Background: an optimization exercise with open tools, aiming at small area. Do not read the settings as production practice. The RTL was checked by simulation tests, not by an equivalence proof against the original design.

==> branch delta <==
==> flow/design.v <==
module FFE_top #(
    parameter DATA_WIDTH = 12,
    parameter NUM_STAGES = 2
) (
    input   wire                            clk,
    input   wire                            rst_n,
    input   wire                            load_in,
    input   wire signed [DATA_WIDTH-1:0]    data_in,
    output  reg  signed [DATA_WIDTH-1:0]    data_out,
    output  reg                             data_valid
);
    reg         q0, q1, sel, flag, enable;
    reg  [1:0]  count;
    reg  [11:0] s0, s1, s2;
    reg  [7:0]  s3h;             
    reg         s3z;             
    reg  [11:0] acc;
    wire ls = q1;
    always @(posedge clk, negedge rst_n) begin
        if (!rst_n) begin
            q0 <= 1'b0; q1 <= 1'b0; sel <= 1'b0;
            flag <= 1'b0; count <= 2'd0; enable <= 1'b0;
            data_valid <= 1'b0; data_out <= 12'd0;
            s0 <= 12'd0; s1 <= 12'd0; s2 <= 12'd0; s3h <= 8'd0; s3z <= 1'b0;
        end else begin
            q0 <= load_in;
            q1 <= q0;
            sel <= ls;
            if (ls) flag <= 1'b1;
            else if (count == 2'd3) flag <= 1'b0;
            count <= flag ? count + 2'd1 : 2'd0;
            enable <= (count == 2'd3);
            data_valid <= enable;
            if (enable) data_out <= acc;
            if (ls) begin
                s0 <= data_in;
                s1 <= s0;
                s2 <= s1;
                s3h <= s2[11:4];
                s3z <= (s2[3:0] == 4'd0);
            end
        end
    end
    reg  [11:0] b;
    reg         cin;
    always @(*) begin
        case (count)
            2'd0: begin b = {s0[11], s0[11:1]};           cin = 1'b0; end
            2'd1: begin b = ~{{2{s1[11]}}, s1[11:2]};     cin = (s1[1:0] == 2'd0); end
            2'd2: begin b = {{3{s2[11]}}, s2[11:3]};      cin = ({1'b0, s2[2:0]} + {1'b0, s2[4:2]}) >= 4'd8; end
            default: begin b = ~{{4{s3h[7]}}, s3h};       cin = s3z; end
        endcase
    end
    wire [11:0] a = sel ? ((count != 2'd3) ? {{5{s2[11]}}, s2[11:5]} : 12'd0) : acc;
    always @(posedge clk)
        acc <= a + b + {11'd0, cin};
endmodule
==> flow/run.sh <==
#!/bin/bash
# synth_recipe.tcl (not shown) runs the flow's synth.tcl, then flattens the netlist and writes it again
# the make line also repeats each setting of config.mk as NAME=value (left out here)
make -C /OpenROAD-flow-scripts/flow DESIGN_CONFIG=/design/flow/config.mk WORK_HOME=/design/flow/orfs CLKGATE_MAP_FILE= SYNTH_SCRIPT=/design/flow/synth_recipe.tcl finish
==> flow/config.mk <==
export PLATFORM = sky130hd
export DESIGN_NAME = FFE_top
export DESIGN_NICKNAME = FFE_top
export VERILOG_FILES = /design/flow/design.v
export SDC_FILE = /design/flow/constraint.sdc
export NUM_CORES = 4
export LEC_CHECK = 0
export CAP_MARGIN = 20
export CORE_MARGIN = 2
export CORE_UTILIZATION = 40
export SLEW_MARGIN = 20
==> flow/constraint.sdc <==
create_clock -name core_clock -period 10.0 [get_ports {clk}]
set_input_delay 2.0000 -clock core_clock [delete_from_list [all_inputs] [get_ports {clk}]]
set_output_delay 2.0000 -clock core_clock [all_outputs]
set_load 0.01 [all_outputs]
==> branch harbor: changes against branch delta <==
==> flow/design.v, changed modules only <==
module FFE_top #(
    parameter DATA_WIDTH = 12,
    parameter NUM_STAGES = 2
) (
    input   wire                            clk,
    input   wire                            rst_n,
    input   wire                            load_in,
    input   wire signed [DATA_WIDTH-1:0]    data_in,
    output  reg  signed [DATA_WIDTH-1:0]    data_out,
    output  reg                             data_valid
);
    reg         q0, q1, sel, enable;
    reg  [1:0]  count;
    reg  [2:0]  nload;
    reg  [11:0] s0, s1, s2;
    reg  [7:0]  s3h;             
    reg         s3z;             
    reg  [11:0] acc;
    wire ls   = q1;
    wire flag = sel | count[0] | count[1];
    wire tap0 = ~count[1] & ~count[0];
    wire tap1 = ~count[1] &  count[0];
    wire tap2 =  count[1] &  count[0];
    wire tap3 =  count[1] & ~count[0];
    always @(posedge clk, negedge rst_n) begin
        if (!rst_n) begin
            q0 <= 1'b0; q1 <= 1'b0; sel <= 1'b0;
            count <= 2'd0; enable <= 1'b0; nload <= 3'd0;
            data_valid <= 1'b0; data_out <= 12'd0;
        end else begin
            q0 <= load_in;
            q1 <= q0;
            sel <= ls;
            count <= flag ? {count[0], ~count[1]} : 2'd0;
            enable <= tap3;
            data_valid <= enable;
            if (enable) data_out <= acc;
            if (ls) nload <= {nload[1], nload[1] | nload[0], ~nload[2]};
        end
    end
    always @(posedge clk)
        if (ls) begin
            s0 <= data_in;
            s1 <= s0;
            s2 <= s1;
            s3h <= s2[11:4];
            s3z <= (s2[3:0] == 4'd0);
        end
    wire v1 = nload[1];
    wire v2 = nload[2];
    wire v3 = nload[2] & ~nload[0];
    wire d0 = tap0;
    wire d1 = tap1 & v1;
    wire d2 = tap2 & v2;
    wire d3 = tap3 & v3;
    wire k1 = s2[0] & s2[2];
    wire k2 = (s2[1] & s2[3]) | (k1 & (s2[1] | s2[3]));
    wire c2 = (s2[2] & s2[4]) | (k2 & (s2[2] | s2[4]));
    wire [11:0] b = ({12{d0}} &  {s0[11], s0[11:1]})
                  | ({12{d1}} & ~{{2{s1[11]}}, s1[11:2]})
                  | ({12{d2}} &  {{3{s2[11]}}, s2[11:3]})
                  | ({12{d3}} & ~{{4{s3h[7]}}, s3h});
    wire cin = (d1 & (s1[1:0] == 2'd0))
             | (d2 & c2)
             | (d3 & s3z);
    wire g = sel & ~tap3 & v2;
    wire [11:0] a = ({12{g}} & {{5{s2[11]}}, s2[11:5]}) | ({12{~sel}} & acc);
    wire [12:0] c;
    wire [11:0] sum;
    assign c[0] = cin;
    genvar i;
    generate
        for (i = 0; i < 12; i = i + 1) begin : rca
            assign sum[i]  = a[i] ^ b[i] ^ c[i];
            assign c[i+1]  = (a[i] & b[i]) | (c[i] & (a[i] ^ b[i]));
        end
    endgenerate
    always @(posedge clk)
        acc <= sum;
endmodule
==> flow/flow/run.sh (new file) <==
#!/bin/bash
# Own layout flow: the standard flow (standard.sh) with three changes.
#  1. Synthesis uses an area-oriented ABC script (flow/abc_area_nobuf.script)
#     in place of ORFS's speed script; everything else in synthesis is the
#     standard one (synth_recipe.tcl), so the registers are the same.
#  2. The ports are buffered with the smallest buffer, sky130_fd_sc_hd__buf_1.
#  3. Clock tree synthesis uses fewer, larger clusters and no dummy loads.
# Each tool's output goes to a log file of its own in this folder.
set -euo pipefail
here=$(pwd)
rm -rf "$here/scripts_abc"
cp -r "$FLOW_HOME/scripts" "$here/scripts_abc"
cp "$here/flow/abc_area_nobuf.script" "$here/scripts_abc/abc_speed.script"
export BUFFER_PORTS_ARGS="-buffer_cell sky130_fd_sc_hd__buf_1"
export CTS_ARGS="$(cat "$here/flow/cts_args.txt")"
bash standard.sh SCRIPTS_DIR="$here/scripts_abc" synth > "$here/synth.log" 2>&1
bash standard.sh finish > "$here/layout.log" 2>&1
==> flow/flow/abc_area_nobuf.script (new file) <==
strash
dch
map -a
topo
==> flow/flow/cts_args.txt (new file) <==
-sink_clustering_enable -repair_clock_nets -dont_use_dummy_load -sink_clustering_size 80 -sink_clustering_max_diameter 500 -buf_list sky130_fd_sc_hd__clkbuf_16
==> flow/standard.sh (new file) <==
#!/bin/bash
# synth_recipe.tcl (not shown) runs the flow's synth.tcl, then flattens the netlist and writes it again
# the make line also repeats each setting of config.mk as NAME=value (left out here)
make -C /OpenROAD-flow-scripts/flow DESIGN_CONFIG=/design/flow/config.mk WORK_HOME=/design/flow/orfs CLKGATE_MAP_FILE= SYNTH_SCRIPT=/design/flow/synth_recipe.tcl "${@:-finish}"
removed: flow/run.sh
==> branch fjord: changes against branch delta <==
==> flow/design.v, changed modules only <==
module FFE_top #(
    parameter DATA_WIDTH = 12,
    parameter NUM_STAGES = 2
) (
    input   wire                            clk,
    input   wire                            rst_n,
    input   wire                            load_in,
    input   wire signed [DATA_WIDTH-1:0]    data_in,
    output  reg  signed [DATA_WIDTH-1:0]    data_out,
    output  reg                             data_valid
);
    reg         q0, q1, sel, enable;
    reg  [1:0]  count;
    reg  [2:0]  nload;
    reg  [11:0] s0, s1, s2;
    reg  [7:0]  s3h;             
    reg         s3z;             
    reg  [11:0] acc;
    wire ls   = q1;
    wire flag = sel | count[0] | count[1];
    wire tap0 = ~count[1] & ~count[0];
    wire tap1 = ~count[1] &  count[0];
    wire tap2 =  count[1] &  count[0];
    wire tap3 =  count[1] & ~count[0];
    always @(posedge clk, negedge rst_n) begin
        if (!rst_n) begin
            q0 <= 1'b0; q1 <= 1'b0; sel <= 1'b0;
            count <= 2'd0; enable <= 1'b0; nload <= 3'd0;
            data_valid <= 1'b0; data_out <= 12'd0;
        end else begin
            q0 <= load_in;
            q1 <= q0;
            sel <= ls;
            count <= flag ? {count[0], ~count[1]} : 2'd0;
            enable <= tap3;
            data_valid <= enable;
            if (enable) data_out <= acc;
            if (ls) nload <= {nload[1], nload[1] | nload[0], ~nload[2]};
        end
    end
    always @(posedge clk)
        if (ls) begin
            s0 <= data_in;
            s1 <= s0;
            s2 <= s1;
            s3h <= s2[11:4];
            s3z <= (s2[3:0] == 4'd0);
        end
    wire v1 = nload[1];
    wire v2 = nload[2];
    wire v3 = nload[2] & ~nload[0];
    wire d0 = tap0;
    wire d1 = tap1 & v1;
    wire d2 = tap2 & v2;
    wire d3 = tap3 & v3;
    wire k1 = s2[0] & s2[2];
    wire k2 = (s2[1] & s2[3]) | (k1 & (s2[1] | s2[3]));
    wire c2 = (s2[2] & s2[4]) | (k2 & (s2[2] | s2[4]));
    wire [11:0] b = ({12{d0}} &  {s0[11], s0[11:1]})
                  | ({12{d1}} & ~{{2{s1[11]}}, s1[11:2]})
                  | ({12{d2}} &  {{3{s2[11]}}, s2[11:3]})
                  | ({12{d3}} & ~{{4{s3h[7]}}, s3h});
    wire cin = (d1 & (s1[1:0] == 2'd0))
             | (d2 & c2)
             | (d3 & s3z);
    wire g = sel & ~tap3 & v2;
    wire [11:0] a = ({12{g}} & {{5{s2[11]}}, s2[11:5]}) | ({12{~sel}} & acc);
    wire [12:0] c;
    wire [11:0] sum;
    assign c[0] = cin;
    genvar i;
    generate
        for (i = 0; i < 12; i = i + 1) begin : rca
            assign sum[i]  = a[i] ^ b[i] ^ c[i];
            assign c[i+1]  = (a[i] & b[i]) | (c[i] & (a[i] ^ b[i]));
        end
    endgenerate
    always @(posedge clk)
        acc <= sum;
endmodule
==> flow/flow/run.sh (new file) <==
#!/bin/bash
# Own layout flow: the standard flow (standard.sh) with three changes.
#  1. Synthesis uses an area-oriented ABC script (flow/abc_area_nobuf.script)
#     in place of ORFS's speed script; everything else in synthesis is the
#     standard one (synth_recipe.tcl), so the registers are the same.
#  2. The ports are buffered with the smallest buffer, sky130_fd_sc_hd__buf_1.
#  3. Clock tree synthesis uses fewer, larger clusters and no dummy loads.
# Each tool's output goes to a log file of its own in this folder.
set -euo pipefail
here=$(pwd)
rm -rf "$here/scripts_abc"
cp -r "$FLOW_HOME/scripts" "$here/scripts_abc"
cp "$here/flow/abc_area_nobuf.script" "$here/scripts_abc/abc_speed.script"
export RECOVER_POWER=100
export BUFFER_PORTS_ARGS="-buffer_cell sky130_fd_sc_hd__buf_1"
export CTS_ARGS="$(cat "$here/flow/cts_args.txt")"
bash standard.sh SCRIPTS_DIR="$here/scripts_abc" synth > "$here/synth.log" 2>&1
bash standard.sh finish > "$here/layout.log" 2>&1
==> flow/flow/abc_area_nobuf.script (new file) <==
strash
dch
map -a
topo
==> flow/flow/cts_args.txt (new file) <==
-sink_clustering_enable -repair_clock_nets -dont_use_dummy_load -sink_clustering_size 40 -sink_clustering_max_diameter 200 -buf_list sky130_fd_sc_hd__clkbuf_4
==> flow/standard.sh (new file) <==
#!/bin/bash
# synth_recipe.tcl (not shown) runs the flow's synth.tcl, then flattens the netlist and writes it again
# the make line also repeats each setting of config.mk as NAME=value (left out here)
make -C /OpenROAD-flow-scripts/flow DESIGN_CONFIG=/design/flow/config.mk WORK_HOME=/design/flow/orfs CLKGATE_MAP_FILE= SYNTH_SCRIPT=/design/flow/synth_recipe.tcl "${@:-finish}"
Settings changed: CORE_UTILIZATION 40 to 70.
removed: flow/run.sh
==> notes <==
- Branch fjord ran to the end with violations: max-capacitance violations, max-slew violations. Branch delta produced a clean layout. Branch harbor passed the timing, design-rule and antenna checks.
- Against branch delta, the routed wire length of branch harbor is lower by about 25%.
- Against branch harbor, the synthesized cell count of branch delta is higher by about 80%.
- In critical path depth, branch harbor and branch fjord do not differ.
- Sequential cell count: branch fjord is higher than branch delta (2).

-- re-timing with driven ports --
The flow's constraints put no driver on any port. The routed layouts listed below were extracted and timed again, unchanged, in two steps. Step 1 (the two cells are an assumption about what drives the block):
set clk [get_ports {clk}]
set_driving_cell -lib_cell sky130_fd_sc_hd__clkbuf_16 $clk
set_driving_cell -lib_cell sky130_fd_sc_hd__buf_2 [delete_from_list [all_inputs] $clk]
Step 2 adds t to the input delays and takes it off the output delays; t is the mean of the earliest and latest rising clock arrival at the registers after step 1. Input paths then give back, and output paths get back, about the clock's delay inside the block. Slacks: ideal ports / drivers / drivers and shift; pairs: ideal ports / drivers.
| run | shift t [ns] | setup WS [ns] | pins driven straight from the clock port |
|---|---|---|---|
| branch delta | 0.371 | 6.773 / 6.742 / 6.910 | 1 |
| branch harbor | 0.357 | 3.580 / 3.580 / 3.580 | 1 |
| branch fjord | 0.418 | 3.535 / 3.535 / 3.535 | 1 |
